This is an optimization exercise on Yosys and OpenROAD, whose aim is small area, a short achievable clock period and few clock cycles per item, not a production implementation.
In this exercise RTL edits were held to simulation tests only and were not proved equivalent to the original.
Power and IR drop assume default switching activity.

== lane 1 ==
Design DT, start of the top module:
module DT(
        input                   clk,
        input                   reset,
        output reg              done,
        output reg              sti_rd,
        output reg [9:0]        sti_addr,
        input      [15:0]       sti_di,
        output reg              res_wr,
        output reg              res_rd,
        output reg [13:0]       res_addr,
        output reg [7:0]        res_do,
        input      [7:0]        res_di
        );
make LEC_CHECK=0 CAP_MARGIN=20 CORE_MARGIN=2 CORE_UTILIZATION=40 CTS_BUF_LIST=sky130_fd_sc_hd__clkbuf_8 CTS_CLUSTER_SIZE=16 SETUP_SLACK_MARGIN=5 SLEW_MARGIN=20 TNS_END_PERCENT=100 finish   # period 9.0 ns
run.sh (not shown) runs the stock make flow with config.mk's settings and CLKGATE_MAP_FILE= SYNTH_SCRIPT=/design/flow/synth_recipe.tcl, a recipe that flattens the netlist after the stock synthesis.
Testbench counts of lane 1, summed over its fixed seeds: cycles 1,019,793, images 24.
> inputs changed (lane 1 -> lane 2)
--- a/flow/design.v
+++ b/flow/design.v
@@ -1,12 +1,12 @@
 module DT(
         input                   clk,
         input                   reset,
         output reg              done,
         output reg              sti_rd,
-        output reg [9:0]        sti_addr,
+        output     [9:0]        sti_addr,
         input      [15:0]       sti_di,
         output reg              res_wr,
         output reg              res_rd,
         output reg [13:0]       res_addr,
         output reg [7:0]        res_do,
         input      [7:0]        res_di
@@ -122,14 +122,14 @@
         wire [5:0] val  = force0 ? 6'd0 : t1 ? 6'd1 : vmin;
         wire [5:0] lval = (force0 | t1) ? 6'd0 : lmin;
         wire word_end = run & ~pvn & ~pv3 & (compute | ~pvc);
         wire row_end  = word_end & (q == 3'd7);
         wire last_row = bwd ? (r == 7'd0) : (r == 7'd126);
         wire newpend  = compute | pend;
-        wire [2:0] w0  = bwd ? 3'd7 : 3'd0;
-        wire [2:0] wq1 = bwd ? ~qp : qp;
+        wire [2:0] wq = (st == S_RUN) ? qp : q;
+        assign sti_addr = {(st == S_W1) ? r : ra, bwd ? ~wq : wq};
         always @(posedge clk) begin
                 if (res_rd) begin
                         case (rtgt)
                         2'd0: u0 <= res_di[5:0];
                         2'd1: u1 <= res_di[5:0];
                         2'd2: u2 <= res_di[5:0];
@@ -159,18 +159,12 @@
                 rtgt <= tgt_next;
                 res_addr <= rd_next ? {rrow, rcol} : {r, wcol};
                 if (st == S_W0 || (run && word_end))
                         acur <= di_scan;
                 if (run && !la_ok)
                         la <= di_scan[0];
-                case (st)
-                S_W0: sti_addr <= {sti_rd ? r : ra, w0};
-                S_W1: sti_addr <= {ra, wq1};
-                S_RUN: sti_addr <= {row_end ? (last_row ? 7'd0 : r) : r, row_end ? (last_row ? 3'd7 : w0) : wq1};
-                default: ;
-                endcase
                 if (st == S_W1) begin
                         bcur <= di_scan;
                         cur <= 16'h0001;
                         nxt <= 16'h0002;
                         n_adj <= 1'b1;
                         c_t1  <= ~(bh[1] & ah[1] & acur[0] & acur[1]);
==> comparison <==
- Comparing lane 2 with lane 1, the height of the chip came out essentially unchanged.
- What lane 2 reported for number of distinct library cell variants in the gate-level netlist after synthesis has to be multiplied by 0.853 to get the figure for lane 1.
- The final reports for lane 2 and lane 1 show routed wire length lower in the former.
- [compare] base=lane 1 new=lane 2: non-filler instance count after layout decreased 24, final critical-path required period increased 19 ps.
- Taking lane 1 as the reference, in lane 2 cell count after synthesis went down by 2.0%; sequential portion of the cell area went down by 2.0 points; worst setup slack went down by 19 ps.
- Lane 2 vs. lane 1: post-synthesis cell area has decreased; slew at the pin closest to its max-slew limit lost 200 ps.
- Cmp lane 2 and lane 1 / relative slew slack / higher: lane 2
- | total power after layout | lower: lane 2 |
- Changes observed in lane 2 relative to lane 1: total of flip-flops plus latches after synthesis moved down; switching power share of the total moved up.
Testbench counts of lane 2, summed over its fixed seeds: cycles 1,019,793, images 24.

--- another note on this design; it stands on its own ---

Design DT, start of the top module:
module DT(
        input                   clk,
        input                   reset,
        output reg              done,
        output reg              sti_rd,
        output     [9:0]        sti_addr,
        input      [15:0]       sti_di,
        output reg              res_wr,
        output reg              res_rd,
        output reg [13:0]       res_addr,
        output reg [7:0]        res_do,
        input      [7:0]        res_di
        );
Size in the first run: ~1,000 cells after synthesis, ~62 I/O pins, about 9400 sq um of cells after synthesis.
clock: 9.0 ns
lec_check: 0
cap_margin: 20
core_margin: 2
core_utilization: 40
cts_buf_list: sky130_fd_sc_hd__clkbuf_8
cts_cluster_size: 16
gpl_routability_driven: 0
gpl_timing_driven: 1
setup_slack_margin: 5
slew_margin: 20
tns_end_percent: 100
run.sh (not shown) runs the stock make flow with config.mk's settings and CLKGATE_MAP_FILE= SYNTH_SCRIPT=/design/flow/synth_recipe.tcl, a recipe that flattens the netlist after the stock synthesis.
Testbench counts at the start, summed over its fixed seeds: cycles 1,019,793, images 24.
Then changed:
- ABC_AREA: unset -> 1
- GPL_ROUTABILITY_DRIVEN: 0 -> unset
- GPL_TIMING_DRIVEN: 1 -> unset
The changed run finished with timing, DRC and antenna clean. Total power came out higher by 9.4%. Cell area came out lower by 0.43%. Setup slack loses 0.18 ns. Synthesized cell count came out higher by 23%. Combinational power came out higher by 22%. Die area came out lower by 0.46%.

## port drivers added, routing unchanged
Ports are ideal in the flow. The routed layouts listed here were re-timed in OpenROAD. Step 1 sets driving cells, clkbuf_16 on the clock port and buf_2 on the other inputs (assumed; they add their load-dependent delay and slew). Step 2 also shifts input and output timing later by t, the mid clock arrival at the registers, as if the neighbouring blocks saw the same clock. Slacks: ideal / step 1 / step 2; pairs: ideal / step 1.
run	shift t [ns]	setup WS [ns]	hold slack, ns	worst register clock-pin slew, ns	worst slew at a driven data input, ns
lane 1	0.502	5.181 / 5.181 / 4.755	0.452 / 0.452 / 0.452	0.10 / 0.10	0.03
lane 2	0.499	5.162 / 5.117 / 5.332	0.455 / 0.455 / 0.455	0.10 / 0.10	0.04
the first run of note 2	0.498	5.125 / 5.080 / 5.038	0.457 / 0.457 / 0.457	0.10 / 0.10	0.04
the second run of note 2	0.485	4.946 / 4.904 / 4.805	0.467 / 0.467 / 0.467	0.09 / 0.09	0.03
After both steps setup and hold are still met in every run listed. For lane 1, which loses most, drivers alone change the setup slack by 0.000 ns; drivers and shift together by -0.426 ns.
